This design comes from an exercise in tuning for small area on the open sky130 flow, not from production work. The RTL was checked by simulation tests, not by an equivalence proof against the original design. Power figures rest on the tool's default switching activity, not on a simulated workload.

===== design/flow/constraint.sdc =====
create_clock -name core_clock -period 11.0 [get_ports {clk}]
set_input_delay 2.2000 -clock core_clock [delete_from_list [all_inputs] [get_ports {clk}]]
set_output_delay 2.2000 -clock core_clock [all_outputs]
set_load 0.01 [all_outputs]

===== design/flow/design.v =====
`timescale 1ns / 1ps
module moving_average_v4 #(
    parameter DATA_WIDTH = 16
) (
    input wire clk,
    input wire rst_n,
    input wire enable,
    input wire data_refresh,
    input wire output_refresh_mode,
    input wire signed [DATA_WIDTH-1:0] din,
    input wire [2:0] mode,
    output reg signed [DATA_WIDTH-1:0] dout,
    output reg output_pulse
);
reg [15:0] h [1:16];
reg [3:0] c;
reg full;
reg [18:0] r7;
reg [19:0] r16;
wire we = enable & data_refresh;
wire wen = ~we;
wire v1 = full | (c != 4'd0);
wire v2 = full | (c >= 4'd2);
wire v3 = full | (c >= 4'd3);
wire v7 = full | (c >= 4'd7);
wire [15:0] h1m  = v1 ? h[1] : 16'd0;
wire [15:0] h2m  = (v2 && mode[1]) ? h[2] : 16'd0;
wire [15:0] h3m  = (v3 && mode[1] && mode[0]) ? h[3] : 16'd0;
wire [15:0] h7m  = v7 ? h[7] : 16'd0;
wire [15:0] h16m = full ? h[16] : 16'd0;
wire [15:0] t7  = we ? h7m : din;
wire [15:0] t16 = we ? h16m : din;
genvar k;
wire [15:0] p0, q0, p1, q1;
wire [15:0] s16;
wire [16:0] ca;
generate
    for (k = 0; k < 16; k = k + 1) begin : g_s16
        fa u_r0 (.a(din[k]), .b(h1m[k]), .ci(h2m[k]), .s(p0[k]), .co(q0[k]));
        if (k == 0) begin : b0
            assign q1[0] = p0[0] & h3m[0];
            assign p1[0] = 1'b0;
            assign s16[0] = 1'b0;
            assign ca[1] = 1'b0;
        end else begin : bk
            fa u_r1 (.a(p0[k]), .b(q0[k-1]), .ci(h3m[k]), .s(p1[k]), .co(q1[k]));
            if (k == 1) begin : b1
                assign s16[1] = p1[1] ^ q1[0];
                assign ca[2] = p1[1] & q1[0];
            end else begin : bc
                fa u_a (.a(p1[k]), .b(q1[k-1]), .ci(ca[k]), .s(s16[k]), .co(ca[k+1]));
            end
        end
    end
endgenerate
wire [18:0] dinx7 = {{3{din[15]}}, din};
wire [18:0] nt7 = ~{{3{t7[15]}}, t7};
wire [18:0] s8, r7n;
wire [19:0] cb, cc;
assign s8[0] = r7[0] ^ din[0];
assign cb[1] = r7[0] & din[0];
assign r7n[0] = s8[0] ^ t7[0];
assign cc[1] = s8[0] | nt7[0];
generate
    for (k = 1; k < 19; k = k + 1) begin : g_s8
        fa u_a (.a(r7[k]), .b(dinx7[k]), .ci(cb[k]), .s(s8[k]), .co(cb[k+1]));
        fa u_b (.a(s8[k]), .b(nt7[k]), .ci(cc[k]), .s(r7n[k]), .co(cc[k+1]));
    end
endgenerate
wire [19:0] dinx16 = {{4{din[15]}}, din};
wire [19:0] nt16 = ~{{4{t16[15]}}, t16};
wire [19:0] p2, q2, r16n;
wire [20:0] cd;
generate
    for (k = 0; k < 20; k = k + 1) begin : g_r16
        fa u_r (.a(r16[k]), .b(dinx16[k]), .ci(nt16[k]), .s(p2[k]), .co(q2[k]));
        if (k == 0) begin : b0
            assign r16n[0] = ~p2[0];
            assign cd[1] = p2[0];
        end else begin : bk
            fa u_a (.a(p2[k]), .b(q2[k-1]), .ci(cd[k]), .s(r16n[k]), .co(cd[k+1]));
        end
    end
endgenerate
wire [15:0] hd [1:16];
wire [15:0] hsrc [1:16];
assign hsrc[1] = din;
genvar g;
generate
    for (g = 1; g <= 16; g = g + 1) begin : gh
        if (g > 1) begin : gs
            assign hsrc[g] = h[g-1];
        end
        for (k = 0; k < 16; k = k + 1) begin : gb
            sel2 u_s (.s(we), .sn(wen), .a(hsrc[g][k]), .b(h[g][k]), .y(hd[g][k]));
        end
    end
endgenerate
integer i;
always @(posedge clk) begin
    for (i = 1; i <= 16; i = i + 1) h[i] <= hd[i];
end
wire e_din = enable & ((mode == 3'b000) | (mode[2] & mode[1]));
wire e_1   = enable & (mode == 3'b001);
wire e_23  = enable & (mode[2:1] == 2'b01);
wire e_4   = enable & (mode == 3'b100);
wire e_5   = enable & (mode == 3'b101);
wire e_h   = ~enable;
wire [15:0] m1  = {s16[15], s16[15:1]};
wire [15:0] m23 = {{2{s16[15]}}, s16[15:2]};
wire [15:0] dn;
generate
    for (k = 0; k < 16; k = k + 1) begin : g_out
        ao6 u_o (.a0(e_din), .b0(din[k]), .a1(e_1), .b1(m1[k]), .a2(e_23), .b2(m23[k]),
                 .a3(e_4), .b3(s8[k+3]), .a4(e_5), .b4(r16[k+4]), .a5(e_h), .b5(dout[k]),
                 .y(dn[k]));
    end
endgenerate
always @(posedge clk or negedge rst_n) begin
    if (!rst_n) begin
        c <= 4'd0;
        full <= 1'b0;
        r7 <= 19'd0;
        r16 <= 20'd0;
        dout <= 16'd0;
        output_pulse <= 1'b0;
    end else begin
        r7 <= r7n;
        r16 <= r16n;
        dout <= dn;
        if (enable) begin
            if (data_refresh) begin
                c <= c + 4'd1;
                if (c == 4'd15) full <= 1'b1;
            end
            if (!data_refresh)
                output_pulse <= 1'b0;
            else if (output_refresh_mode)
                output_pulse <= 1'b1;
            else
                case (mode)
                    3'b001: output_pulse <= c[0];
                    3'b010: output_pulse <= (c[1:0] == 2'b10);
                    3'b011: output_pulse <= (c[1:0] == 2'b11);
                    3'b100: output_pulse <= (c[2:0] == 3'b111);
                    3'b101: output_pulse <= (c == 4'b1111);
                    default: output_pulse <= 1'b1;
                endcase
        end
    end
end
endmodule
module fa (
    input wire a,
    input wire b,
    input wire ci,
    output wire s,
    output wire co
);
assign s = a ^ b ^ ci;
assign co = (a & b) | (a & ci) | (b & ci);
endmodule
module sel2 (
    input wire s,
    input wire sn,
    input wire a,
    input wire b,
    output wire y
);
assign y = (s & a) | (sn & b);
endmodule
module ao6 (
    input wire a0, input wire b0,
    input wire a1, input wire b1,
    input wire a2, input wire b2,
    input wire a3, input wire b3,
    input wire a4, input wire b4,
    input wire a5, input wire b5,
    output wire y
);
assign y = (a0 & b0) | (a1 & b1) | (a2 & b2) | (a3 & b3) | (a4 & b4) | (a5 & b5);
endmodule

===== design/flow/flow/run.sh =====
#!/bin/bash
# Standard layout, with smaller port buffers and a clock tree without dummy loads.
set -e
export BUFFER_PORTS_ARGS="-buffer_cell sky130_fd_sc_hd__buf_1"
export CTS_ARGS="-sink_clustering_enable -repair_clock_nets -sink_clustering_size 15 -sink_clustering_max_diameter 50 -buf_list sky130_fd_sc_hd__clkbuf_8 -dont_use_dummy_load"
bash standard.sh > standard.log 2>&1

===== design/flow/config.mk =====
export PLATFORM = sky130hd
export DESIGN_NAME = moving_average_v4
export DESIGN_NICKNAME = moving_average_v4
export VERILOG_FILES = /design/flow/design.v
export SDC_FILE = /design/flow/constraint.sdc
export NUM_CORES = 4
export LEC_CHECK = 0
export CAP_MARGIN = 20
export CORE_MARGIN = 2
export CORE_UTILIZATION = 70
export PLACE_DENSITY = 0.8
export SLEW_MARGIN = 20
export SYNTH_HIERARCHICAL = 1

===== design/flow/standard.sh =====
#!/bin/bash
# synth_recipe.tcl (not shown) runs the flow's synth.tcl, then flattens the netlist and writes it again
# the make line also repeats each setting of config.mk as NAME=value (left out here)
make -C /OpenROAD-flow-scripts/flow DESIGN_CONFIG=/design/flow/config.mk WORK_HOME=/design/flow/orfs CLKGATE_MAP_FILE= SYNTH_SCRIPT=/design/flow/synth_recipe.tcl "${@:-finish}"

==> results.sh, run 1 <==
export IMPL_initial_utilization_pct=71.1
export IMPL_firstDrtPassIters=5
export IMPL_syn_to_final_growth_pct=7.57
export IMPL_tightest_slew_ns=1.04
export IMPL_synthesis_area_mm2=0.0127
export IMPL_core_mm2=0.0179
export IMPL_cts_root_buf="clkbuf_8"
export IMPL_die_area_mm2=0.0193
export IMPL_fp_dieH_um=139
export IMPL_finClkSkew_ns=0.0508
export IMPL_drv_slew=0
export IMPL_port_buffers=40
export IMPL_yosysSeqAreaShare_pct=52.3
export IMPL_fin_crit_sh_pct=95.9
export IMPL_seqCellArea_mm2=0.00665
export IMPL_required_ns=11.42
export IMPL_clk_pin_slew_ns=0.09
export IMPL_synth_avg_cell_area_um2=14.2
export IMPL_cap_violations=0
export IMPL_timing_hold_ws_ns=0.460
export IMPL_ys_warn_count=9
export IMPL_ys_async_sr_fraction_pct=19.2
export IMPL_relSlewSlack_pct=30.3
export IMPL_fillers=1146
export IMPL_nets=1129
export IMPL_cts_made_buffers=28
export IMPL_wl_um=26100
export IMPL_fp_dieW_um=139
export IMPL_grt_pass1_wl_um=43500
export IMPL_htreeDepth=1
export IMPL_fmax_ghz=0.0948
export IMPL_clockBufferDepth=3
export IMPL_antenna_found_initial=0
export IMPL_cts_tree="built"
export IMPL_rsz0062_at_grt="false"
export IMPL_final_util_pct=76.5
export IMPL_synth_edf_count=0
export IMPL_track_usage_pct=27.7
export IMPL_syn_inst=899
export IMPL_cts_hold_buf=0
export IMPL_critical_path_class="input port to register"
export IMPL_ys_flop_type="dfxtp_1"
export IMPL_grt_max_degree=161
export IMPL_instances_no_fill=1205
export IMPL_syn_nets=1050
export IMPL_vias=8062
export IMPL_setup_slack_ns=0.455
export IMPL_cts_sinks=317
export IMPL_startpoint_type="input port"
export IMPL_post_cts_buffers=0
export IMPL_routedWlPerCell_um=21.6
export IMPL_route_detailed_drc=0
export IMPL_antenna_cells=0
export IMPL_yosys_area_top_type="dfxtp_1"
export IMPL_worstPathArrival_ns=10.97
export IMPL_cts_resized=0
export IMPL_layout_drive_gt1_share_pct=6.97
export IMPL_fin_crit_ns=10.55
export IMPL_clk_latency_ns=0.59
export IMPL_place_hpwl_um=17300
export IMPL_hp_class="register to register"
export IMPL_synth_distinct_cells=36
export IMPL_hold_viol=0
export IMPL_antenna_left=0
export IMPL_ir_drop_mv=0.148
export IMPL_place_ws_ns=-0.139
export IMPL_synth_area_top_cells="dfxtp_1 40%, fa_1 19%, a22o_1 18%"
export IMPL_gp_congestion=0.903
export IMPL_synth_top_area_share_pct=40.3
export IMPL_powerDensity_mw_per_mm2=254
export IMPL_grt_overflow_total=0
export IMPL_drtIter0Drc=691
export IMPL_multiInputGateArea_mm2=0.00602
export IMPL_synth_seq_cells=317
export IMPL_io_pins=41
export IMPL_setup_viol=0
export IMPL_crit_fanout=5
export IMPL_dp_cells=1177
export IMPL_setup_worst_path_end_class="register"
export IMPL_p_leak_nw=5.62
export IMPL_outcome="complete, no violations"
export IMPL_fp_row_count=49
export IMPL_grt_pass1_vias=8440
export IMPL_viasPerCell=6.69
stage by stage:
stage,TNS [ns],power (mW),area [um^2]
2_1_floorplan,0,2.53,12700
3_3_place_gp,0,2.81,13300
3_5_place_dp,-0.139,2.92,13300
4_1_cts,0,3.51,13700
5_1_grt,0,3.74,13700
6_report,0,3.48,13700
registers in the layout (all words and copies together) (netlist names):
name and flops:
r7 19, full 1, dout 16, h 256, c 4, output_pulse 1
r16 20
metal layers:
layer	track usage [%]	up-vias	routed length, um
met3	4.66	81	1490
met2	43.8	267	12600
met5	0	-	0
li1	-	3587	-
met1	39.2	4127	11000
met4	10.5	0	1000
report_power, final:
part / total (mW) / internal [mW] / switching [mW]
registers: 1.69 / 1.47 / 0.220
clock network: 0.577 / 0.227 / 0.350
logic: 1.21 / 0.597 / 0.618
path summary, 6_finish.rpt:
kind / slack, ns / cells past startpoint / from / endpoint
max in group asynchronous: 8.62 / 2 / rst_n / r16[16]
max: 0.45 / 23 / enable / r16[19]
min in group asynchronous: 1.80 / 2 / rst_n / r7[10]
max reg2reg: 1.72 / 22 / c[3] / dout[14]
min reg2reg: 0.46 / 1 / h[14][15] / h[15][15]
min: 0.46 / 1 / h[14][15] / h[15][15]
modules after synthesis, one instance, submodules excluded:
module	area, um^2	copies in the design
sel2	8.76	256
fa	20.0	120
moving_average_v4	7640	1
ao6	27.5	16
placed cells by master, fill, tap and decap left out, drive strengths merged, types with 3 or more instances in the layout:
cell type / synthesis / layout
inv: 8 / 9
and2: 31 / 31
nand3: 16 / 16
dfrtp: 61 / 61
nor2: 3 / 3
a21oi: 3 / 3
a22o: 257 / 257
a22oi: 79 / 79
clkbuf: 8 / 29
nor2b: 15 / 15
buf: 4 / 60
dfxtp: 256 / 256
fa: 120 / 120
nand3b: 3 / 3
ha: 7 / 7
worst max-delay path, stage by stage:
cell	delay, ns
buf_1	0.22
and3_1	0.30
a22oi_1	0.12
fa_1	0.48
fa_1	0.45
fa_1	0.40
fa_1	0.39
fa_1	0.41
fa_1	0.39
fa_1	0.39
fa_1	0.39
fa_1	0.39
fa_1	0.40
fa_1	0.39
fa_1	0.39
fa_1	0.40
fa_1	0.40
fa_1	0.42
fa_1	0.40
fa_1	0.39
fa_1	0.40
fa_1	0.41
fa_1	0.43
cells in the mapped netlist, drive strengths merged (4+ instances only):
master and instances:
a22o 257, a22oi 79, and2 31, buf 4, clkbuf 8, dfrtp 61
dfxtp 256, fa 120, ha 7, inv 8, nand3 16, nor2b 15
cells by family (layout without fill, tap and decap cells):
family          after synthesis  count (layout)  share of synthesized area [%]
compound gates              347             347                           23.0
xor+xnor                      2               2                          0.138
fa+ha+maj                   127             127                           19.6
buf+inv                      21              98                          0.708
flops                       317             317                           52.3
mux                           1               1                         0.0885
simple gates                 84              84                           4.22
final cells by class:
cell class	count	area share, %
Timing Repair Buffer	61	2.26
Multi-Input combinational cell	561	44.0
Inverter	9	0.302
Clock buffer	28	2.81
Tap cell	229	2.09
Sequential cell	317	48.6
==> inputs of run 2 (changes only) <==
==> design/flow/flow/run.sh (replaced) <==
#!/bin/bash
# Standard layout, with smaller port buffers and a clock tree without dummy loads.
set -e
export BUFFER_PORTS_ARGS="-buffer_cell sky130_fd_sc_hd__buf_1"
export CTS_ARGS="-sink_clustering_enable -repair_clock_nets -sink_clustering_size 20 -sink_clustering_max_diameter 60 -buf_list sky130_fd_sc_hd__clkbuf_8 -dont_use_dummy_load"
bash standard.sh > standard.log 2>&1
==> run 2 against run 1 <==
Still clean on timing, DRC and antenna. Power down 2.3%. Synthesized cell count stayed put. Setup slack worse by 0.010 ns. Critical endpoint unchanged.
==> results.sh, run 2 <==
export IMPL_required_ns=11.43
export IMPL_min_to="h[9][0]"
export IMPL_holdPathStages=1
export IMPL_cap_violations=0
export IMPL_gp_congestion=0.903
export IMPL_pwr_share_comb_pct=35.7
export IMPL_largest_reg_flops=256
export IMPL_stdcell_area_mm2=0.0136
export IMPL_drv_slew=0
export IMPL_port_buffers=40
export IMPL_setup_viol=0
export IMPL_grt_max_degree=161
export IMPL_hold_viol=0
export IMPL_hp_class="register to register"
export IMPL_setup_worst_path_end_class="register"
export IMPL_synth_avg_cell_area_um2=14.2
export IMPL_crit_start="enable"
export IMPL_layout_common_cells="257 x a22o_1, 256 x dfxtp_1, 120 x fa_1, 79 x a22oi_1, 61 x dfrtp_1"
export IMPL_critical_path_class="input port to register"
export IMPL_powerDensity_mw_per_mm2=251
export IMPL_route_detailed_drc=0
export IMPL_synth_distinct_cells=36
export IMPL_cts_resized=0
export IMPL_synth_most_common_cell="a22o_1"
export IMPL_dp_cells=1177
export IMPL_cts_made_buffers=20
export IMPL_hp_start="h[8][0]"
export IMPL_firstDrtPassIters=5
export IMPL_cts_hold_buf=0
export IMPL_synthesis_area_mm2=0.0127
export IMPL_clk_latency_ns=0.56
export IMPL_clk_pin_slew_ns=0.12
export IMPL_place_hpwl_um=17300
export IMPL_startpoint_type="input port"
export IMPL_cts_tree="built"
export IMPL_placed_area_mm2=0.0133
export IMPL_die_area_mm2=0.0193
export IMPL_grt_pass1_wl_um=43100
export IMPL_fin_crit_ns=10.56
export IMPL_layout_drive_gt1_share_pct=6.20
export IMPL_tightest_slew_ns=1.06
export IMPL_clockBufferDepth=3
export IMPL_ys_async_sr_fraction_pct=19.2
export IMPL_antenna_cells=0
export IMPL_relSlewSlack_pct=29.4
export IMPL_synth_edf_count=0
export IMPL_timing_rr_end="dout[14]"
export IMPL_synth_top_area_share_pct=40.3
export IMPL_htreeDepth=1
export IMPL_ys_warn_count=9
export IMPL_drtIter0Drc=732
export IMPL_synth_seq_cells=317
export IMPL_initial_utilization_pct=71.1
export IMPL_ir_drop_mv=0.179
export IMPL_fp_row_count=49
export IMPL_rsz0062_at_grt="false"
export IMPL_finClkSkew_ns=0.0475
export IMPL_nets=1121
export IMPL_netSwitchingFraction_pct=34.4
export IMPL_rr_worst_depth=22
export IMPL_instances_no_fill=1197
export IMPL_io_pins=41
export IMPL_antenna_left=0
export IMPL_worstPathArrival_ns=10.98
export IMPL_grt_pass1_vias=8377
export IMPL_fp_dieW_um=139
export IMPL_ys_flop_type="dfxtp_1"
export IMPL_cts_sinks=317
export IMPL_syn_to_final_growth_pct=6.70
export IMPL_viasPerCell=6.71
export IMPL_fmax_ghz=0.0947
export IMPL_routedWlPerCell_um=21.5
export IMPL_synth_area_top_cells="dfxtp_1 40%, fa_1 19%, a22o_1 18%"
export IMPL_track_usage_pct=27.4
export IMPL_p_switching_mw=1.17
export IMPL_fp_dieH_um=139
export IMPL_power_mw=3.40
export IMPL_final_common_cell="a22o_1"
export IMPL_outcome="complete, no violations"
export IMPL_wl_um=25800
export IMPL_top_regs="h: 256 flops, r16: 20 flops, r7: 19 flops"
export IMPL_synthTopCellsByCount="257 x a22o_1, 256 x dfxtp_1, 120 x fa_1, 79 x a22oi_1, 61 x dfrtp_1"
export IMPL_crit_fanout=5
export IMPL_p_clk_share_pct=14.6
export IMPL_pwr_share_seq_pct=49.7
export IMPL_cts_root_buf="clkbuf_8"
export IMPL_fin_crit_sh_pct=96.0
export IMPL_syn_inst=899
export IMPL_setup_slack_ns=0.445
export IMPL_syn_nets=1050
export IMPL_core_mm2=0.0179
export IMPL_yosysSeqAreaShare_pct=52.3
export IMPL_grt_overflow_total=0
export IMPL_rrSetupSlack_ns=1.63
export IMPL_antenna_found_initial=0
export IMPL_r2r_start="full"
export IMPL_yosys_area_top_type="dfxtp_1"
export IMPL_vias=8028
export IMPL_largest_register="h"
export IMPL_post_cts_buffers=0
export IMPL_p_leak_nw=5.56
export IMPL_place_ws_ns=-0.139
export IMPL_power_internal_mw=2.23
==> run 2: layout make-up <==
class	count	area, um^2
Clock buffer	20	275
Fill cell	1159	4320
Inverter	9	41.3
Multi-Input combinational cell	561	6020
Sequential cell	317	6650
Tap cell	229	287
Timing Repair Buffer	61	309
==> run 2: layer usage <==
metal  vias up  share of wire [%]  global-route usage, %
met5         -                  0                      0
met4         0                3.0                   9.30
met3        60                6.0                   5.01
met2       270                 48                   43.9
met1      4128                 43                   38.7
li1       3570                  -                      -
==> run 2: power groups by stage <==
stage          registers (mW)  logic, mW  clock network, mW
2_1_floorplan            1.65      0.872                  0
3_3_place_gp             1.70       1.11                  0
3_5_place_dp             1.71       1.21                  0
4_1_cts                  1.69       1.23              0.513
5_1_grt                  1.73       1.39              0.554
6_report                 1.69       1.22              0.497
==> run 2: worst max-delay path, cell delays in order <==
cell and delay (ns):
buf_1 0.23, and3_1 0.29, a22oi_1 0.12, fa_1 0.48, fa_1 0.45, fa_1 0.41
fa_1 0.39, fa_1 0.40, fa_1 0.39, fa_1 0.39, fa_1 0.39, fa_1 0.40
fa_1 0.40, fa_1 0.39, fa_1 0.39, fa_1 0.40, fa_1 0.40, fa_1 0.42
fa_1 0.40, fa_1 0.39, fa_1 0.40, fa_1 0.42, fa_1 0.43
==> run 2: worst max-delay path by stage <==
stage / end
CTS: r16[19]
floorplan: r16[19]
global route: r16[19]
detailed placement: r16[19]
finish: r16[19]
global placement: r16[19]
==> run 2: logic make-up (layout without fill, tap and decap cells) <==
| group | Yosys count | after routing | synth area share, % |
|---|---|---|---|
| flops | 317 | 317 | 52.3 |
| simple gates | 84 | 84 | 4.22 |
| xor+xnor | 2 | 2 | 0.138 |
| fa+ha+maj | 127 | 127 | 19.6 |
| mux | 1 | 1 | 0.0885 |
| buf+inv | 21 | 90 | 0.708 |
| compound gates | 347 | 347 | 23.0 |
==> run 2: through the flow <==
step                setup TNS [ns]  utilization (%)  hold slack [ns]
floorplan                        0                -            0.440
global placement                 0             74.3            0.452
detailed placement          -0.139             74.3            0.455
CTS                              0             75.9            0.465
global route                     0             75.9            0.474
finish                           0             75.9            0.466
==> run 2: Yosys stat by module, one instance, submodules excluded <==
module | cells | times used | cell area, um^2 | flops+latches
ao6 | 4 | 16 | 27.5 | 0
fa | 1 | 120 | 20.0 | 0
moving_average_v4 | 459 | 1 | 7640 | 317
sel2 | 1 | 256 | 8.76 | 0
==> inputs of run 3 (changes only) <==
==> design/flow/flow/run.sh (replaced) <==
#!/bin/bash
# Standard layout, with smaller port buffers and a clock tree without dummy loads.
set -e
export BUFFER_PORTS_ARGS="-buffer_cell sky130_fd_sc_hd__buf_1"
export CTS_ARGS="-sink_clustering_enable -repair_clock_nets -sink_clustering_size 8 -sink_clustering_max_diameter 30 -buf_list sky130_fd_sc_hd__clkbuf_4 -dont_use_dummy_load"
bash standard.sh > standard.log 2>&1
==> run 3 against run 2 <==
Still clean on timing, DRC and antenna. Utilization increased by 0.69 points. Combinational power is essentially flat. Clock-buffer cell count rose by 33. Register-to-register slack got worse by 0.02 ns. Cell area rose by 0.90%.
==> results.sh, run 3 <==
export IMPL_clk_latency_ns=0.70
export IMPL_final_common_cell="a22o_1"
export IMPL_synth_area_top_cells="dfxtp_1 40%, fa_1 19%, a22o_1 18%"
export IMPL_fin_crit_sh_pct=94.9
export IMPL_io_pins=41
export IMPL_port_buffers=40
export IMPL_p_clk_share_pct=16.8
export IMPL_ir_drop_mv=0.143
export IMPL_yosys_area_top_type="dfxtp_1"
export IMPL_critical_path_class="input port to register"
export IMPL_antenna_cells=0
export IMPL_track_usage_pct=28.1
export IMPL_synth_avg_cell_area_um2=14.2
export IMPL_crit_fanout=5
export IMPL_required_ns=11.51
export IMPL_grt_overflow_total=0
export IMPL_drv_slew=0
export IMPL_synth_edf_count=0
export IMPL_layout_drive_gt1_share_pct=9.29
export IMPL_relSlewSlack_pct=29.7
export IMPL_ys_warn_count=9
export IMPL_outcome="complete, no violations"
export IMPL_ys_async_sr_fraction_pct=19.2
export IMPL_fp_dieW_um=139
export IMPL_netSwitchingFraction_pct=34.5
export IMPL_fmax_ghz=0.0958
export IMPL_yosysSeqAreaShare_pct=52.3
export IMPL_vias=8196
export IMPL_cts_hold_buf=0
export IMPL_rsz0062_at_grt="false"
export IMPL_timing_hold_ws_ns=0.445
export IMPL_wl_um=26200
export IMPL_startpoint_type="input port"
export IMPL_post_cts_buffers=0
export IMPL_cts_sinks=317
export IMPL_nets=1154
export IMPL_syn_nets=1050
export IMPL_grt_pass1_vias=8701
export IMPL_dp_cells=1177
export IMPL_finClkSkew_ns=0.0844
export IMPL_setup_worst_path_end_class="register"
export IMPL_hp_class="register to register"
export IMPL_pwr_share_comb_pct=34.7
export IMPL_cts_root_buf="clkbuf_4"
export IMPL_ys_flop_type="dfxtp_1"
export IMPL_htreeDepth=2
export IMPL_powerDensity_mw_per_mm2=255
export IMPL_grt_pass1_wl_um=44100
export IMPL_grt_max_degree=161
export IMPL_synthTopCellsByCount="257 x a22o_1, 256 x dfxtp_1, 120 x fa_1, 79 x a22oi_1, 61 x dfrtp_1"
export IMPL_top_regs="h: 256 flops, r16: 20 flops, r7: 19 flops"
export IMPL_pwr_share_seq_pct=48.4
export IMPL_synth_seq_cells=317
export IMPL_worstPathArrival_ns=10.96
export IMPL_multiInputGateArea_mm2=0.00602
export IMPL_tightest_slew_ns=1.05
export IMPL_setup_viol=0
export IMPL_initial_utilization_pct=71.1
export IMPL_die_area_mm2=0.0193
export IMPL_gp_congestion=0.903
export IMPL_seqCellArea_mm2=0.00665
export IMPL_antenna_found_initial=0
export IMPL_synthesis_area_mm2=0.0127
export IMPL_largest_register="h"
export IMPL_p_switching_mw=1.21
export IMPL_instances_no_fill=1230
export IMPL_synth_top_area_share_pct=40.3
export IMPL_layout_common_cells="257 x a22o_1, 256 x dfxtp_1, 120 x fa_1, 79 x a22oi_1, 61 x dfrtp_1"
export IMPL_synth_distinct_cells=36
export IMPL_clockBufferDepth=3
export IMPL_route_detailed_drc=0
export IMPL_routedWlPerCell_um=21.3
export IMPL_syn_inst=899
export IMPL_power_internal_mw=2.29
export IMPL_largest_reg_flops=256
export IMPL_synth_most_common_cell="a22o_1"
export IMPL_fp_row_count=49
export IMPL_syn_to_final_growth_pct=7.67
export IMPL_cap_violations=0
export IMPL_fillers=1154
export IMPL_hold_viol=0
export IMPL_fp_dieH_um=139
export IMPL_fin_crit_ns=10.44
export IMPL_tns_ns=0
export IMPL_drtIter0Drc=697
export IMPL_firstDrtPassIters=5
export IMPL_power_mw=3.49
export IMPL_cts_resized=0
export IMPL_p_leak_nw=5.66
export IMPL_place_hpwl_um=17300
export IMPL_antenna_left=0
export IMPL_core_mm2=0.0179
export IMPL_clk_pin_slew_ns=0.09
export IMPL_viasPerCell=6.66
export IMPL_cts_made_buffers=53
export IMPL_cts_tree="built"
-- run 3: cell count changes in the layout (fill, tap and decap cells not counted), sizes merged --
cell,previous run,this run
clkbuf,21,54
-- run 3: modules after synthesis, one instance, submodules excluded --
module | cells | area, um^2 | flops+latches
ao6 | 4 | 27.5 | 0
fa | 1 | 20.0 | 0
moving_average_v4 | 459 | 7640 | 317
sel2 | 1 | 8.76 | 0
-- run 3: worst paths after layout --
kind / cells past startpoint / slack [ns] / end / from
worst max-delay path: 23 / 0.56 / r16[19] / enable
worst min-delay path: 1 / 0.44 / h[12][10] / h[11][10]
worst max register to register: 22 / 1.61 / dout[14] / c[3]
worst min register to register: 1 / 0.44 / h[12][10] / h[11][10]
max in group asynchronous: 2 / 8.70 / dout[12] / rst_n
min in group asynchronous: 2 / 1.70 / r7[1] / rst_n
-- run 3: cells by family after synthesis --
family,count (synthesis),share of synthesized area (%)
AO/OA/AOI/OAI,347,23.0
flip-flops,317,52.3
adder cells (fa/ha/maj),127,19.6
AND/OR/NAND/NOR,84,4.22
buffers and inverters,21,0.708
XOR/XNOR,2,0.138
multiplexers,1,0.0885
-- run 3: through the flow --
| stage | worst slack (ns) | instance area (um^2) | util (%) |
|---|---|---|---|
| 3_5_place_dp | -0.139 | 13300 | 74.3 |
| 3_3_place_gp | 0.175 | 13300 | 74.3 |
| 2_1_floorplan | 0.293 | 12700 | - |
| 5_1_grt | 0.281 | 13700 | 76.6 |
| 6_report | 0.556 | 13700 | 76.6 |
| 4_1_cts | 0.587 | 13700 | 76.6 |
-- run 3: worst max-delay path: stages --
cell and delay [ns]:
buf_1 0.23, and3_1 0.29, a22oi_1 0.12, fa_1 0.48, fa_1 0.45, fa_1 0.40
fa_1 0.39, fa_1 0.40, fa_1 0.39, fa_1 0.39, fa_1 0.39, fa_1 0.39
fa_1 0.40, fa_1 0.39, fa_1 0.39, fa_1 0.40, fa_1 0.40, fa_1 0.41
fa_1 0.40, fa_1 0.39, fa_1 0.40, fa_1 0.41, fa_1 0.43
-- run 3: power groups by stage --
| stage | Clock, mW | Combinational (mW) | Sequential [mW] |
|---|---|---|---|
| floorplan | 0 | 0.872 | 1.65 |
| global placement | 0 | 1.11 | 1.70 |
| detailed placement | 0 | 1.21 | 1.71 |
| CTS | 0.603 | 1.23 | 1.69 |
| global route | 0.656 | 1.39 | 1.73 |
| finish | 0.588 | 1.21 | 1.69 |
-- run 3: final cells by class --
cell class / instances / share of cell area (%)
Sequential cell: 317 / 48.5
Multi-Input combinational cell: 561 / 43.9
Clock buffer: 53 / 2.90
Timing Repair Buffer: 61 / 2.25
Tap cell: 229 / 2.09
Inverter: 9 / 0.301
-- run 3: per-layer routing --
metal	global-route usage [%]	wire, um	vias up
met2	43.9	12500	284
met3	6.15	1600	83
met1	39.2	11100	4175
met4	11.3	983	0
li1	-	-	3654
met5	0	0	-
==> inputs of run 4 (changes only) <==
==> design/flow/flow/run.sh (replaced) <==
#!/bin/bash
# Standard layout, with smaller port buffers and a clock tree without dummy loads.
set -e
export BUFFER_PORTS_ARGS="-buffer_cell sky130_fd_sc_hd__buf_1"
export CTS_ARGS="-sink_clustering_enable -repair_clock_nets -sink_clustering_size 18 -sink_clustering_max_diameter 55 -buf_list sky130_fd_sc_hd__clkbuf_8 -dont_use_dummy_load"
bash standard.sh > standard.log 2>&1
==> run 4 against run 3 <==
Clock power is 8.2% lower. Global-route usage is 0.63 points lower. Clock skew is 0.041 ns lower. Still clean on timing, DRC and antenna.
==> results.sh, run 4 <==
export IMPL_nets=1125
export IMPL_htreeDepth=1
export IMPL_fp_row_count=49
export IMPL_instances_no_fill=1201
export IMPL_fillers=1149
export IMPL_initial_utilization_pct=71.1
export IMPL_critical_path_class="input port to register"
export IMPL_cts_tree="built"
export IMPL_routedWlPerCell_um=21.6
export IMPL_fmax_ghz=0.0947
export IMPL_critPathSlowestCell="fa_1"
export IMPL_antenna_left=0
export IMPL_grt_overflow_total=0
export IMPL_drtIter0Drc=661
export IMPL_antenna_cells=0
export IMPL_synthTopCellsByCount="257 x a22o_1, 256 x dfxtp_1, 120 x fa_1, 79 x a22oi_1, 61 x dfrtp_1"
export IMPL_setup_worst_path_end_class="register"
export IMPL_io_pins=41
export IMPL_ys_async_sr_fraction_pct=19.2
export IMPL_synth_top_area_share_pct=40.3
export IMPL_hold_viol=0
export IMPL_track_usage_pct=27.5
export IMPL_final_common_cell="a22o_1"
export IMPL_antenna_found_initial=0
export IMPL_fin_crit_sh_pct=96.0
export IMPL_ys_warn_count=9
export IMPL_hp_class="register to register"
export IMPL_largest_register="h"
export IMPL_path_cells="buf_1, and3_1, a22oi_1, fa_1, fa_1, fa_1, fa_1, fa_1, fa_1, fa_1, fa_1, fa_1, fa_1, fa_1, fa_1, fa_1, fa_1, fa_1, fa_1, fa_1, fa_1, fa_1, fa_1"
export IMPL_finClkSkew_ns=0.0436
export IMPL_path_delay_family="adder cells"
export IMPL_yosys_area_share_simple_pct=4.22
export IMPL_synth_edf_count=0
export IMPL_layout_common_cells="257 x a22o_1, 256 x dfxtp_1, 120 x fa_1, 79 x a22oi_1, 61 x dfrtp_1"
export IMPL_setup_viol=0
export IMPL_synth_top_family_by_area="compound AO/OA/AOI/OAI gates"
export IMPL_synth_avg_cell_area_um2=14.2
export IMPL_syn_to_final_growth_pct=7.14
export IMPL_rsz0062_at_grt="false"
export IMPL_viasPerCell=6.67
export IMPL_synth_distinct_cells=36
export IMPL_grt_pass1_vias=8382
export IMPL_fp_dieH_um=139
export IMPL_yosys_area_top_type="dfxtp_1"
export IMPL_firstDrtPassIters=6
export IMPL_tightest_slew_ns=1.04
export IMPL_synth_seq_cells=317
export IMPL_relSlewSlack_pct=30.7
export IMPL_synth_area_top_cells="dfxtp_1 40%, fa_1 19%, a22o_1 18%"
export IMPL_worstPathArrival_ns=10.95
export IMPL_syn_nets=1050
export IMPL_crit_fanout=5
export IMPL_cts_made_buffers=24
export IMPL_crit_top_cell="fa_1"
export IMPL_yosysSeqAreaShare_pct=52.3
export IMPL_wl_um=25900
export IMPL_place_hpwl_um=17300
export IMPL_post_cts_buffers=0
export IMPL_clk_pin_slew_ns=0.08
export IMPL_synthesis_area_mm2=0.0127
export IMPL_clockBufferDepth=3
export IMPL_grt_max_degree=161
export IMPL_top_regs="h: 256 flops, r16: 20 flops, r7: 19 flops"
export IMPL_slowest_delay_ns=0.48
export IMPL_powerDensity_mw_per_mm2=253
export IMPL_fp_dieW_um=139
export IMPL_route_detailed_drc=0
export IMPL_required_ns=11.40
export IMPL_cts_root_buf="clkbuf_8"
export IMPL_port_buffers=40
export IMPL_power_mw=3.45
export IMPL_synth_compound_area_share_pct=23.0
export IMPL_ys_flop_type="dfxtp_1"
export IMPL_largest_reg_flops=256
export IMPL_synth_most_common_cell="a22o_1"
export IMPL_fin_crit_ns=10.55
export IMPL_p_leak_nw=5.59
export IMPL_layout_drive_gt1_share_pct=6.58
export IMPL_die_area_mm2=0.0193
export IMPL_worst_path_buf_inv=1
export IMPL_dp_cells=1177
export IMPL_cts_sinks=317
export IMPL_ir_drop_mv=0.180
export IMPL_cts_resized=0
export IMPL_startpoint_type="input port"
export IMPL_synth_xor_area_share_pct=0.138
export IMPL_grt_pass1_wl_um=43200
export IMPL_gp_congestion=0.903
export IMPL_core_mm2=0.0179
export IMPL_clk_latency_ns=0.56
export IMPL_vias=8011
export IMPL_drv_slew=0
export IMPL_cap_violations=0
export IMPL_final_util_pct=76.2
export IMPL_syn_inst=899
export IMPL_yosys_area_share_adder_pct=19.6
export IMPL_synthMuxAreaShare_pct=0.0885
export IMPL_outcome="complete, no violations"
export IMPL_cts_hold_buf=0
==> run 4: changes by cell type in the layout (fill, tap and decap cells not counted), sizes merged <==
cell / change
clkbuf: -29
==> run 4: path summary, 6_finish.rpt <==
kind | startpoint | to | slack [ns] | cells past startpoint
setup / recovery | enable | r16[19] | 0.45 | 23
hold / removal | h[14][15] | h[15][15] | 0.47 | 1
setup reg to reg | c[3] | dout[14] | 1.66 | 22
hold reg to reg | h[14][15] | h[15][15] | 0.47 | 1
max in group asynchronous | rst_n | r16[19] | 8.63 | 2
min in group asynchronous | rst_n | r16[1] | 1.81 | 2
==> run 4: layout make-up <==
class / count / area [um^2] / area share, %
flip-flops and latches: 317 / 6650 / 48.8
multi-input cells: 561 / 6020 / 44.1
clock buffers: 24 / 330 / 2.42
repair buffers: 61 / 309 / 2.27
well taps: 229 / 287 / 2.10
inverters: 9 / 41.3 / 0.303
==> run 4: kinds of logic after synthesis <==
kind of cell / after synthesis
AO/OA/AOI/OAI: 347
flip-flops: 317
adder cells (fa/ha/maj): 127
AND/OR/NAND/NOR: 84
buffers and inverters: 21
XOR/XNOR: 2
multiplexers: 1
==> run 4: per-module statistics from Yosys (local to each module, per instance) <==
module	area, um^2	cells	times used
ao6	27.5	4	16
moving_average_v4	7640	459	1
fa	20.0	1	120
sel2	8.76	1	256
==> run 4: per-stage QoR <==
step | setup slack (ns) | area, um^2 | hold WS, ns | setup TNS [ns]
after floorplan | 0.293 | 12700 | 0.440 | 0
after global placement | 0.175 | 13300 | 0.452 | 0
after detailed placement | -0.139 | 13300 | 0.455 | -0.139
after CTS | 0.450 | 13600 | 0.460 | 0
after global routing | 0.137 | 13600 | 0.493 | 0
final | 0.445 | 13600 | 0.471 | 0
==> run 4: per-layer routing <==
layer	wire, um	GRT usage, %	vias to the layer above
met4	966	10.2	0
met5	0	0	-
met3	1520	4.56	62
li1	-	-	3574
met1	11100	39.1	4105
met2	12300	43.6	270
==> run 4: power by group <==
part / internal, mW / total (mW) / switching, mW
Clock: 0.196 / 0.540 / 0.344
Sequential: 1.47 / 1.69 / 0.220
Combinational: 0.598 / 1.22 / 0.619
Total: 2.27 / 3.45 / 1.18
==> inputs of run 5 (changes only) <==
--- a/design/flow/config.mk
+++ b/design/flow/config.mk
@@ -7,7 +7,7 @@
 export LEC_CHECK = 0
 export CAP_MARGIN = 20
 export CORE_MARGIN = 2
-export CORE_UTILIZATION = 70
-export PLACE_DENSITY = 0.8
+export CORE_UTILIZATION = 80
+export PLACE_DENSITY = 0.85
 export SLEW_MARGIN = 20
 export SYNTH_HIERARCHICAL = 1
==> run 5 against run 4 <==
Hold slack got worse by 0.017 ns. Via count increased by 2.4%. Cell area decreased by 0.37%. Routed wire length increased by 5.1%. Fmax increased by 1.6%. Largest cell class unchanged. Highest routed layer unchanged.
==> results.sh, run 5 <==
export IMPL_initial_utilization_pct=81.0
export IMPL_fillers=812
export IMPL_top_regs="h: 256 flops, r16: 20 flops, r7: 19 flops"
export IMPL_io_pins=41
export IMPL_place_hpwl_um=17600
export IMPL_clk_pin_slew_ns=0.11
export IMPL_p_clk_share_pct=15.0
export IMPL_min_to="h[5][15]"
export IMPL_finClkSkew_ns=0.0476
export IMPL_largest_register="h"
export IMPL_timing_hold_ws_ns=0.455
export IMPL_port_buffers=40
export IMPL_synth_top_area_share_pct=40.3
export IMPL_crit_top_cell="fa_1"
export IMPL_critical_path_class="input port to register"
export IMPL_route_detailed_drc=0
export IMPL_htreeDepth=1
export IMPL_synthesis_area_mm2=0.0127
export IMPL_cap_violations=0
export IMPL_post_cts_buffers=0
export IMPL_fp_dieH_um=130
export IMPL_placed_area_mm2=0.0133
export IMPL_slowest_delay_ns=0.49
export IMPL_worst_path_buf_inv=1
export IMPL_critPathSlowestCell="fa_1"
export IMPL_setup_viol=0
export IMPL_viasPerCell=6.92
export IMPL_holdPathStages=1
export IMPL_clk_latency_ns=0.57
export IMPL_tns_ns=0
export IMPL_fp_dieW_um=130
export IMPL_startpoint_type="input port"
export IMPL_antenna_found_initial=1
export IMPL_syn_nets=1050
export IMPL_p_leak_nw=5.57
export IMPL_gp_congestion=0.922
export IMPL_r2r_start="c[3]"
export IMPL_fin_crit_sh_pct=94.4
export IMPL_wl_um=27200
export IMPL_grt_overflow_total=0
export IMPL_drv_slew=0
export IMPL_yosys_area_top_type="dfxtp_1"
export IMPL_nets=1121
export IMPL_required_ns=11.45
export IMPL_power_mw=3.44
export IMPL_synth_distinct_cells=36
export IMPL_hp_start="h[4][15]"
export IMPL_firstDrtPassIters=5
export IMPL_layout_common_cells="257 x a22o_1, 256 x dfxtp_1, 120 x fa_1, 79 x a22oi_1, 61 x dfrtp_1"
export IMPL_syn_inst=899
export IMPL_outcome="complete, no violations"
export IMPL_setup_worst_path_end_class="register"
export IMPL_die_area_mm2=0.0169
export IMPL_synthTopCellsByCount="257 x a22o_1, 256 x dfxtp_1, 120 x fa_1, 79 x a22oi_1, 61 x dfrtp_1"
export IMPL_cts_root_buf="clkbuf_8"
export IMPL_grt_pass1_wl_um=43600
export IMPL_rsz0062_at_grt="false"
export IMPL_vias=8201
export IMPL_cts_made_buffers=22
export IMPL_largest_reg_flops=256
export IMPL_fp_row_count=46
export IMPL_synth_avg_cell_area_um2=14.2
export IMPL_synth_edf_count=0
export IMPL_clockBufferDepth=3
export IMPL_path_depth=23
export IMPL_powerDensity_mw_per_mm2=254
export IMPL_fin_crit_ns=10.39
export IMPL_seqCellArea_mm2=0.00665
export IMPL_crit_fanout=5
export IMPL_synth_most_common_cell="a22o_1"
export IMPL_netSwitchingFraction_pct=34.8
export IMPL_ys_async_sr_fraction_pct=19.2
export IMPL_power_internal_mw=2.25
export IMPL_cts_resized=0
export IMPL_relSlewSlack_pct=28.5
export IMPL_tightest_slew_ns=1.07
export IMPL_syn_to_final_growth_pct=6.74
export IMPL_routedWlPerCell_um=23.0
export IMPL_path_cells="buf_1, and3_1, a22oi_1, fa_1, fa_1, fa_1, fa_1, fa_1, fa_1, fa_1, fa_1, fa_1, fa_1, fa_1, fa_1, fa_1, fa_1, fa_1, fa_1, fa_1, fa_1, fa_1, fa_1"
export IMPL_layout_drive_gt1_share_pct=6.30
export IMPL_pwr_share_seq_pct=49.4
export IMPL_final_util_pct=86.5
export IMPL_grt_pass1_vias=8357
export IMPL_timing_rr_end="dout[15]"
export IMPL_drtIter0Drc=804
export IMPL_cts_sinks=317
export IMPL_ys_flop_type="dfxtp_1"
export IMPL_fmax_ghz=0.0963
export IMPL_track_usage_pct=33.1
export IMPL_met2_usage_pct=53.0
export IMPL_cts_hold_buf=0
export IMPL_ir_drop_mv=0.189
export IMPL_stdcell_area_mm2=0.0136
export IMPL_grt_max_degree=147
export IMPL_met3_usage_pct=6.64
export IMPL_hp_class="register to register"
export IMPL_ys_warn_count=9
export IMPL_hold_viol=0
export IMPL_core_mm2=0.0157
export IMPL_grt_use_met1_pct=45.1
export IMPL_worstPathArrival_ns=10.84
export IMPL_pwr_share_comb_pct=35.5
export IMPL_path_delay_family="adder cells"
export IMPL_final_common_cell="a22o_1"
export IMPL_cts_tree="built"
export IMPL_yosysSeqAreaShare_pct=52.3
export IMPL_p_switching_mw=1.20
export IMPL_busiest_layer="met2"
export IMPL_rrSetupSlack_ns=1.79
export IMPL_multiInputGateArea_mm2=0.00602
export IMPL_synth_seq_cells=317
export IMPL_synth_area_top_cells="dfxtp_1 40%, fa_1 19%, a22o_1 18%"
export IMPL_rr_worst_depth=22
export IMPL_antenna_left=0
[run 5: cell counts after synthesis]
Identical to the previous run, type by type.
[run 5: final cells by class]
class	instances	share of cell area [%]
multi-input combinational	561	44.3
tap	216	1.99
antenna	1	0.0184
sequential	317	49.0
inverter	9	0.304
timing repair buffer	59	2.19
clock buffer	22	2.23
[run 5: kinds of logic after synthesis]
group	count (synthesis)	share of synthesized area, %
compound gates	347	23.0
xor+xnor	2	0.138
fa+ha+maj	127	19.6
buf+inv	21	0.708
flops	317	52.3
mux	1	0.0885
simple gates	84	4.22
[run 5: worst max-delay path by stage]
stage,from,to
5_1_grt,enable,r16[19]
4_1_cts,enable,r16[19]
6_report,enable,r16[19]
3_3_place_gp,enable,r16[19]
2_1_floorplan,data_refresh,r16[19]
3_5_place_dp,enable,r16[19]
[run 5: per-module statistics from Yosys (local to each module, per instance)]
module	copies in the design	flops+latches	cells
moving_average_v4	1	317	459
ao6	16	0	4
fa	120	0	1
sel2	256	0	1
[run 5: metrics by stage]
step | instances | setup WS [ns]
floorplan | 899 | 0.293
global placement | 1162 | 0.188
detailed placement | 1162 | 0.0228
CTS | 1184 | 0.645
global route | 1184 | 0.360
finish | 1185 | 0.615
[run 5: power by group through the flow]
stage                     Combinational [mW]  Clock [mW]  Sequential, mW
after detailed placement                1.21           0            1.72
after global placement                  1.10           0            1.70
after global routing                    1.38       0.567            1.73
after floorplan                        0.872           0            1.65
after CTS                               1.22       0.523            1.70
final                                   1.22       0.518            1.70
[run 5: per-layer routing]
metal	vias to the layer above	share of wire, %
met5	-	0
met1	4143	40
met3	105	7.1
met2	377	49
met4	0	4.3
li1	3576	-
==> inputs of run 6 (changes only) <==
==> design/flow/flow/run.sh (replaced) <==
#!/bin/bash
# Standard layout, with smaller port buffers and a clock tree without dummy loads.
set -e
export BUFFER_PORTS_ARGS="-buffer_cell sky130_fd_sc_hd__buf_1"
export CTS_ARGS="-sink_clustering_enable -repair_clock_nets -sink_clustering_size 25 -sink_clustering_max_diameter 60 -buf_list sky130_fd_sc_hd__clkbuf_16 -dont_use_dummy_load"
bash standard.sh > standard.log 2>&1
--- a/design/flow/config.mk
+++ b/design/flow/config.mk
@@ -7,7 +7,7 @@
 export LEC_CHECK = 0
 export CAP_MARGIN = 20
 export CORE_MARGIN = 2
-export CORE_UTILIZATION = 80
-export PLACE_DENSITY = 0.85
+export CORE_UTILIZATION = 70
+export PLACE_DENSITY = 0.8
 export SLEW_MARGIN = 20
 export SYNTH_HIERARCHICAL = 1
==> run 6 against run 5 <==
Area after synthesis unchanged. Critical endpoint unchanged. Power up 3.8%. Via count down 1.6%.
==> results.sh, run 6 <==
export IMPL_yosysSeqAreaShare_pct=52.3
export IMPL_holdPathStages=1
export IMPL_fp_dieH_um=139
export IMPL_grt_overflow_total=0
export IMPL_synth_area_top_cells="dfxtp_1 40%, fa_1 19%, a22o_1 18%"
export IMPL_gp_congestion=0.903
export IMPL_layout_common_cells="257 x a22o_1, 256 x dfxtp_1, 120 x fa_1, 78 x a22oi_1, 61 x dfrtp_1"
export IMPL_ys_async_sr_fraction_pct=19.2
export IMPL_viasPerCell=6.76
export IMPL_instances_no_fill=1195
export IMPL_setup_worst_path_end_class="register"
export IMPL_wl_um=26400
export IMPL_synth_compound_area_share_pct=23.0
export IMPL_rrSetupSlack_ns=1.64
export IMPL_timing_hold_ws_ns=0.469
export IMPL_top_regs="h: 256 flops, r16: 20 flops, r7: 19 flops"
export IMPL_yosys_area_share_adder_pct=19.6
export IMPL_htreeDepth=1
export IMPL_min_to="h[7][12]"
export IMPL_hp_class="register to register"
export IMPL_cts_root_buf="clkbuf_16"
export IMPL_setup_slack_ns=0.312
export IMPL_cts_sinks=317
export IMPL_route_detailed_drc=0
export IMPL_outcome="complete, no violations"
export IMPL_critPathSlowestCell="fa_1"
export IMPL_place_ws_ns=-0.139
export IMPL_fin_crit_sh_pct=97.2
export IMPL_syn_to_final_growth_pct=8.12
export IMPL_routed_wl_met3_um=1580
export IMPL_rr_worst_depth=22
export IMPL_ys_flop_type="dfxtp_1"
export IMPL_initial_utilization_pct=71.1
export IMPL_vias=8073
export IMPL_fmax_ghz=0.0936
export IMPL_antenna_left=0
export IMPL_synth_top_area_share_pct=40.3
export IMPL_required_ns=11.36
export IMPL_synthesis_area_mm2=0.0127
export IMPL_critical_path_class="input port to register"
export IMPL_slowest_delay_ns=0.50
export IMPL_synthTopCellsByCount="257 x a22o_1, 256 x dfxtp_1, 120 x fa_1, 79 x a22oi_1, 61 x dfrtp_1"
export IMPL_met2_length_um=12700
export IMPL_yosys_area_top_type="dfxtp_1"
export IMPL_path_cells="buf_1, and3_1, a22oi_1, fa_1, fa_1, fa_1, fa_1, fa_1, fa_1, fa_1, fa_1, fa_1, fa_1, fa_1, fa_1, fa_1, fa_1, fa_1, fa_1, fa_1, fa_1, fa_1, fa_1"
export IMPL_relSlewSlack_pct=28.7
export IMPL_yosys_area_share_simple_pct=4.22
export IMPL_post_cts_buffers=0
export IMPL_clockBufferDepth=3
export IMPL_die_area_mm2=0.0193
export IMPL_fp_row_count=49
export IMPL_synth_most_common_cell="a22o_1"
export IMPL_track_usage_pct=28.0
export IMPL_routedWlPerCell_um=22.1
export IMPL_synth_edf_count=0
export IMPL_fin_crit_ns=10.69
export IMPL_synth_distinct_cells=36
export IMPL_synth_avg_cell_area_um2=14.2
export IMPL_syn_nets=1050
export IMPL_setup_viol=0
export IMPL_m1WireLength_um=11200
export IMPL_tightest_slew_ns=1.06
export IMPL_fp_dieW_um=139
export IMPL_powerDensity_mw_per_mm2=260
export IMPL_final_common_cell="a22o_1"
export IMPL_seqCellArea_mm2=0.00665
export IMPL_layout_drive_gt1_share_pct=6.11
export IMPL_port_buffers=40
export IMPL_clk_latency_ns=0.52
export IMPL_drtIter0Drc=746
export IMPL_antenna_cells=0
export IMPL_synth_top_family_by_area="compound AO/OA/AOI/OAI gates"
export IMPL_grt_max_degree=161
export IMPL_timing_rr_end="dout[14]"
export IMPL_dp_cells=1177
export IMPL_grt_pass1_wl_um=43800
export IMPL_crit_fanout=5
export IMPL_antenna_found_initial=0
export IMPL_fillers=1115
export IMPL_cap_violations=0
export IMPL_multiInputGateArea_mm2=0.00602
export IMPL_nets=1119
export IMPL_top_layer="met4"
export IMPL_place_hpwl_um=17300
export IMPL_synth_xor_area_share_pct=0.138
export IMPL_synth_seq_cells=317
export IMPL_startpoint_type="input port"
export IMPL_largest_reg_flops=256
export IMPL_p_leak_nw=5.64
export IMPL_cts_tree="built"
export IMPL_firstDrtPassIters=6
export IMPL_finClkSkew_ns=0.0432
export IMPL_hp_start="h[6][12]"
export IMPL_worstPathArrival_ns=11.05
export IMPL_drv_slew=0
export IMPL_core_mm2=0.0179
export IMPL_rsz0062_at_grt="false"
export IMPL_ir_drop_mv=0.206
export IMPL_io_pins=41
export IMPL_crit_top_cell="fa_1"
export IMPL_cts_made_buffers=18
export IMPL_grt_pass1_vias=8498
export IMPL_clk_pin_slew_ns=0.07
export IMPL_synthMuxAreaShare_pct=0.0885
export IMPL_ys_warn_count=9
export IMPL_syn_inst=899
export IMPL_r2r_start="c[3]"
export IMPL_hold_viol=0
export IMPL_largest_register="h"
## run 6: per-layer routing
| metal | vias to the layer above | global-route usage [%] |
|---|---|---|
| met5 | - | 0 |
| met4 | 0 | 10.8 |
| met3 | 75 | 4.49 |
| met2 | 316 | 45.0 |
| met1 | 4110 | 39.1 |
| li1 | 3572 | - |
## run 6: cells by family (layout without fill, tap and decap cells)
group                      after synthesis  count (layout)
AOI/OAI and AO/OA                      347             347
DFF                                    317             317
adders and majority gates              127             127
and+or+nand+nor                         84              84
buffers and inverters                   21              88
xor gates and xnor gates                 2               2
muxes                                    1               1
## run 6: Yosys stat by module, one instance, submodules excluded
module | times used | cells inside
ao6 | 16 | 4
fa | 120 | 1
moving_average_v4 | 1 | 459
sel2 | 256 | 1
## run 6: how the worst max path moves through the flow
| stage | start | endpoint | slack [ns] |
|---|---|---|---|
| after floorplan | data_refresh | r16[19] | 0.29 |
| after global placement | enable | r16[19] | 0.17 |
| after detailed placement | enable | r16[19] | -0.14 |
| after CTS | enable | r16[19] | 0.28 |
| after global routing | enable | r16[19] | 0.02 |
| final | enable | r16[19] | 0.31 |
## run 6: worst max-delay path, delay by kind of cell
kind	cells	cell delay, ns
simple gates	1	0.31
compound gates	1	0.12
fa+ha+maj	20	8.17
buf+inv	1	0.23
## run 6: cell type report
type / instances / area share [%]
flip-flops and latches: 317 / 48.3
inverters: 9 / 0.300
clock buffers: 18 / 3.27
well taps: 229 / 2.08
repair buffers: 61 / 2.25
multi-input cells: 561 / 43.8
## run 6: repair_timing
action | CTS | global route
hold buffers | 0 | 0
gates resized for setup | 0 | 1
setup endpoints to repair | 0 | 1
## run 6: report_power, final
part / internal (mW) / switching (mW) / total, mW
combinational: 0.605 / 0.635 / 1.24
clock: 0.293 / 0.349 / 0.641
sequential: 1.47 / 0.222 / 1.69
## run 6: through the flow
step	power [mW]	utilization (%)	setup TNS [ns]	area [um^2]
2_1_floorplan	2.53	-	0	12700
3_3_place_gp	2.81	74.3	0	13300
3_5_place_dp	2.92	74.3	-0.139	13300
4_1_cts	3.59	76.9	0	13800
5_1_grt	3.83	76.9	0	13800
6_report	3.57	76.9	0	13800
==> inputs of run 7 (changes only) <==
--- a/design/flow/design.v
+++ b/design/flow/design.v
@@ -111,9 +111,10 @@
 wire [15:0] dn;
 generate
     for (k = 0; k < 16; k = k + 1) begin : g_out
-        ao6 u_o (.a0(e_din), .b0(din[k]), .a1(e_1), .b1(m1[k]), .a2(e_23), .b2(m23[k]),
-                 .a3(e_4), .b3(s8[k+3]), .a4(e_5), .b4(r16[k+4]), .a5(e_h), .b5(dout[k]),
-                 .y(dn[k]));
+        wire y0, y1;
+        ao3n u_o0 (.a0(e_din), .b0(din[k]), .a1(e_1), .b1(m1[k]), .a2(e_23), .b2(m23[k]), .y(y0));
+        ao3n u_o1 (.a0(e_4), .b0(s8[k+3]), .a1(e_5), .b1(r16[k+4]), .a2(e_h), .b2(dout[k]), .y(y1));
+        assign dn[k] = ~(y0 & y1);
     end
 endgenerate
 always @(posedge clk or negedge rst_n) begin
@@ -169,14 +170,11 @@
 );
 assign y = (s & a) | (sn & b);
 endmodule
-module ao6 (
+module ao3n (
     input wire a0, input wire b0,
     input wire a1, input wire b1,
     input wire a2, input wire b2,
-    input wire a3, input wire b3,
-    input wire a4, input wire b4,
-    input wire a5, input wire b5,
     output wire y
 );
-assign y = (a0 & b0) | (a1 & b1) | (a2 & b2) | (a3 & b3) | (a4 & b4) | (a5 & b5);
+assign y = ~((a0 & b0) | (a1 & b1) | (a2 & b2));
 endmodule
==> design/flow/flow/run.sh (replaced) <==
#!/bin/bash
# Standard layout, with smaller port buffers and a clock tree without dummy loads.
set -e
export BUFFER_PORTS_ARGS="-buffer_cell sky130_fd_sc_hd__buf_1"
export CTS_ARGS="-sink_clustering_enable -repair_clock_nets -sink_clustering_size 20 -sink_clustering_max_diameter 60 -buf_list sky130_fd_sc_hd__clkbuf_8 -dont_use_dummy_load"
bash standard.sh > standard.log 2>&1
==> run 7 against run 6 <==
Register-to-register slack improved by 0.32 ns. Clock skew is 0.0023 ns higher. Clock power is 21% lower. Routed wire length shrank 4.8%. Setup slack gained 0.25 ns. Sequential share of layout area up 0.85 points. Cell area decreased by 1.7%. Critical path depth is the same. Sequential power barely moved.
==> results.sh, run 7 <==
export IMPL_outcome="complete, no violations"
export IMPL_yosys_area_share_adder_pct=19.7
export IMPL_powerDensity_mw_per_mm2=252
export IMPL_fillers=1152
export IMPL_synth_edf_count=0
export IMPL_cts_hold_buf=0
export IMPL_port_buffers=40
export IMPL_firstDrtPassIters=6
export IMPL_grt_max_degree=159
export IMPL_path_depth=23
export IMPL_fin_crit_ns=10.44
export IMPL_wl_um=25200
export IMPL_die_area_mm2=0.0192
export IMPL_post_cts_buffers=0
export IMPL_cts_root_buf="clkbuf_8"
export IMPL_synth_top_family_by_area="compound AO/OA/AOI/OAI gates"
export IMPL_tns_ns=0
export IMPL_critPathSlowestCell="fa_1"
export IMPL_ys_async_sr_fraction_pct=19.2
export IMPL_rrSetupSlack_ns=1.96
export IMPL_synth_seq_cells=317
export IMPL_instances_no_fill=1180
export IMPL_endpoint="r16[19]"
export IMPL_route_detailed_drc=0
export IMPL_final_common_cell="a22o_1"
export IMPL_critical_path_class="input port to register"
export IMPL_synth_distinct_cells=36
export IMPL_crit_fanout=4
export IMPL_cts_sinks=317
export IMPL_hold_viol=0
export IMPL_syn_nets=1034
export IMPL_hp_class="register to register"
export IMPL_syn_to_final_growth_pct=6.74
export IMPL_path_delay_family="adder cells"
export IMPL_p_leak_nw=5.56
export IMPL_synthesis_area_mm2=0.0127
export IMPL_drtIter0Drc=866
export IMPL_path_cells="buf_1, and3_1, a22oi_1, fa_1, fa_1, fa_1, fa_1, fa_1, fa_1, fa_1, fa_1, fa_1, fa_1, fa_1, fa_1, fa_1, fa_1, fa_1, fa_1, fa_1, fa_1, fa_1, fa_1"
export IMPL_startpoint_type="input port"
export IMPL_synthMuxAreaShare_pct=0.0889
export IMPL_setup_slack_ns=0.557
export IMPL_largest_reg_flops=256
export IMPL_cts_made_buffers=21
export IMPL_worst_path_buf_inv=1
export IMPL_largest_register="h"
export IMPL_yosys_area_top_type="dfxtp_1"
export IMPL_fin_crit_sh_pct=94.9
export IMPL_grt_overflow_total=0
export IMPL_synth_compound_area_share_pct=22.8
export IMPL_r2r_start="full"
export IMPL_rsz0062_at_grt="false"
export IMPL_worstPathArrival_ns=10.88
export IMPL_dp_cells=1159
export IMPL_fp_row_count=49
export IMPL_cts_tree="built"
export IMPL_initial_utilization_pct=71.0
export IMPL_layout_drive_gt1_share_pct=6.31
export IMPL_antenna_cells=0
export IMPL_rr_worst_depth=22
export IMPL_ys_flop_type="dfxtp_1"
export IMPL_routedWlPerCell_um=21.3
export IMPL_fp_dieH_um=139
export IMPL_nets=1104
export IMPL_yosysSeqAreaShare_pct=52.5
export IMPL_fp_dieW_um=139
export IMPL_ys_warn_count=9
export IMPL_antenna_left=0
export IMPL_cts_resized=0
export IMPL_timing_rr_end="r16[19]"
export IMPL_core_mm2=0.0178
export IMPL_syn_inst=883
export IMPL_crit_start="enable"
export IMPL_track_usage_pct=26.8
export IMPL_clockBufferDepth=3
export IMPL_slowest_delay_ns=0.50
export IMPL_drv_slew=0
export IMPL_synth_most_common_cell="a22o_1"
export IMPL_setup_viol=0
export IMPL_required_ns=11.43
export IMPL_place_hpwl_um=16600
export IMPL_synthTopCellsByCount="257 x a22o_1, 256 x dfxtp_1, 120 x fa_1, 61 x dfrtp_1, 32 x a222oi_1"
export IMPL_synth_xor_area_share_pct=0.138
export IMPL_tightest_slew_ns=1.03
export IMPL_place_ws_ns=-0.0662
export IMPL_clk_pin_slew_ns=0.11
export IMPL_htreeDepth=1
export IMPL_fmax_ghz=0.0958
export IMPL_finClkSkew_ns=0.0455
export IMPL_setup_worst_path_end_class="register"
export IMPL_synth_avg_cell_area_um2=14.3
export IMPL_ir_drop_mv=0.204
export IMPL_top_regs="h: 256 flops, r16: 20 flops, r7: 19 flops"
export IMPL_grt_pass1_wl_um=42000
export IMPL_relSlewSlack_pct=31.1
export IMPL_layout_common_cells="257 x a22o_1, 256 x dfxtp_1, 120 x fa_1, 61 x dfrtp_1, 39 x buf_1"
export IMPL_clk_latency_ns=0.55
export IMPL_yosys_area_share_simple_pct=4.08
export IMPL_synth_area_top_cells="dfxtp_1 40%, fa_1 19%, a22o_1 18%"
export IMPL_cap_violations=0
export IMPL_grt_pass1_vias=8180
export IMPL_antenna_found_initial=0
export IMPL_vias=7984
export IMPL_crit_top_cell="fa_1"
export IMPL_gp_congestion=0.851
export IMPL_io_pins=41
export IMPL_viasPerCell=6.77
export IMPL_synth_top_area_share_pct=40.5
run 7: layer usage:
metal / track usage [%] / part of all wire (%) / routed length (um) / up-vias
met3: 4.49 / 5.0 / 1250 / 65
met1: 38.7 / 43 / 10800 / 4131
met4: 8.22 / 3.1 / 785 / 0
met2: 42.5 / 49 / 12300 / 254
li1: - / - / - / 3534
met5: 0 / 0 / 0 / -
run 7: final cells by class:
cell class              instances  area, um^2  share of cell area [%]
clock buffers                  21         289                    2.14
well taps                     229         287                    2.12
inverters                       9        41.3                   0.305
repair buffers                 59         294                    2.17
flip-flops and latches        317        6650                    49.2
multi-input cells             545        5960                    44.1
run 7: cell families (layout without fill, tap and decap cells):
kind of cell	Yosys count	count (layout)
compound gates	331	331
flops	317	317
fa+ha+maj	127	127
simple gates	84	84
buf+inv	21	89
xor+xnor	2	2
mux	1	1
run 7: how the worst min path moves through the flow:
stage	startpoint	to	slack [ns]	cells after the start
floorplan	h[10][0]	h[10][0]	0.44	1
detailed placement	h[14][10]	h[14][10]	0.45	1
global route	h[11][14]	h[12][14]	0.47	1
finish	h[11][14]	h[12][14]	0.46	1
global placement	h[14][15]	h[14][15]	0.45	1
CTS	h[11][14]	h[12][14]	0.46	1
run 7: per-stage QoR:
| step | total power, mW | hold WS [ns] | util, % | cell area (um^2) |
|---|---|---|---|---|
| after floorplan | 2.53 | 0.440 | - | 12700 |
| after global placement | 2.79 | 0.452 | 74.1 | 13200 |
| after detailed placement | 2.92 | 0.453 | 74.2 | 13200 |
| after CTS | 3.43 | 0.460 | 75.8 | 13500 |
| after global routing | 3.66 | 0.468 | 75.8 | 13500 |
| final | 3.41 | 0.457 | 75.8 | 13500 |
run 7: report_power, final:
group          switching, mW  leakage (nW)  internal (mW)  total [mW]
logic                  0.615          2.58          0.596        1.21
registers              0.220          2.83           1.47        1.69
clock network          0.333         0.151          0.173       0.506
total                   1.17          5.56           2.24        3.41
run 7: per-module statistics from Yosys, one instance, submodules excluded:
module	cells inside	cell area, um^2	flops+latches	copies in the design
sel2	1	8.76	0	256
moving_average_v4	475	7700	317	1
fa	1	20.0	0	120
ao3n	1	10.0	0	32

port drivers added, routing unchanged:
In the flow no input, the clock included, has a driving cell. The finished layouts below were timed again as built, in two steps. Step 1, drivers: a clkbuf_16 drives clk and a buf_2 each remaining input, both assumed. Step 2, shift: input delay + t, output delay - t, t = (earliest + latest rising clock arrival at the registers) / 2. This alone moves slack from input paths to output paths. Three values: no drivers, after step 1, after step 2; two values: the first two.
| run | shift t [ns] | setup WS [ns] | cell pins on the clock port's net |
|---|---|---|---|
| run 1 | 0.600 | 0.455 / 0.462 / -0.138 | 1 |
| run 2 | 0.576 | 0.445 / 0.458 / -0.118 | 1 |
| run 3 | 0.694 | 0.556 / 0.564 / -0.130 | 1 |
| run 4 | 0.587 | 0.445 / 0.459 / -0.128 | 1 |
| run 5 | 0.593 | 0.615 / 0.626 / 0.033 | 1 |
| run 6 | 0.544 | 0.312 / 0.328 / -0.216 | 1 |
| run 7 | 0.569 | 0.557 / 0.570 / 0.001 | 1 |
Met with ideal ports but missed after step 2: setup timing in 5 of these runs. The setup slack of run 3, which loses most, moves by +0.008 ns with the drivers and by -0.686 ns with both steps.
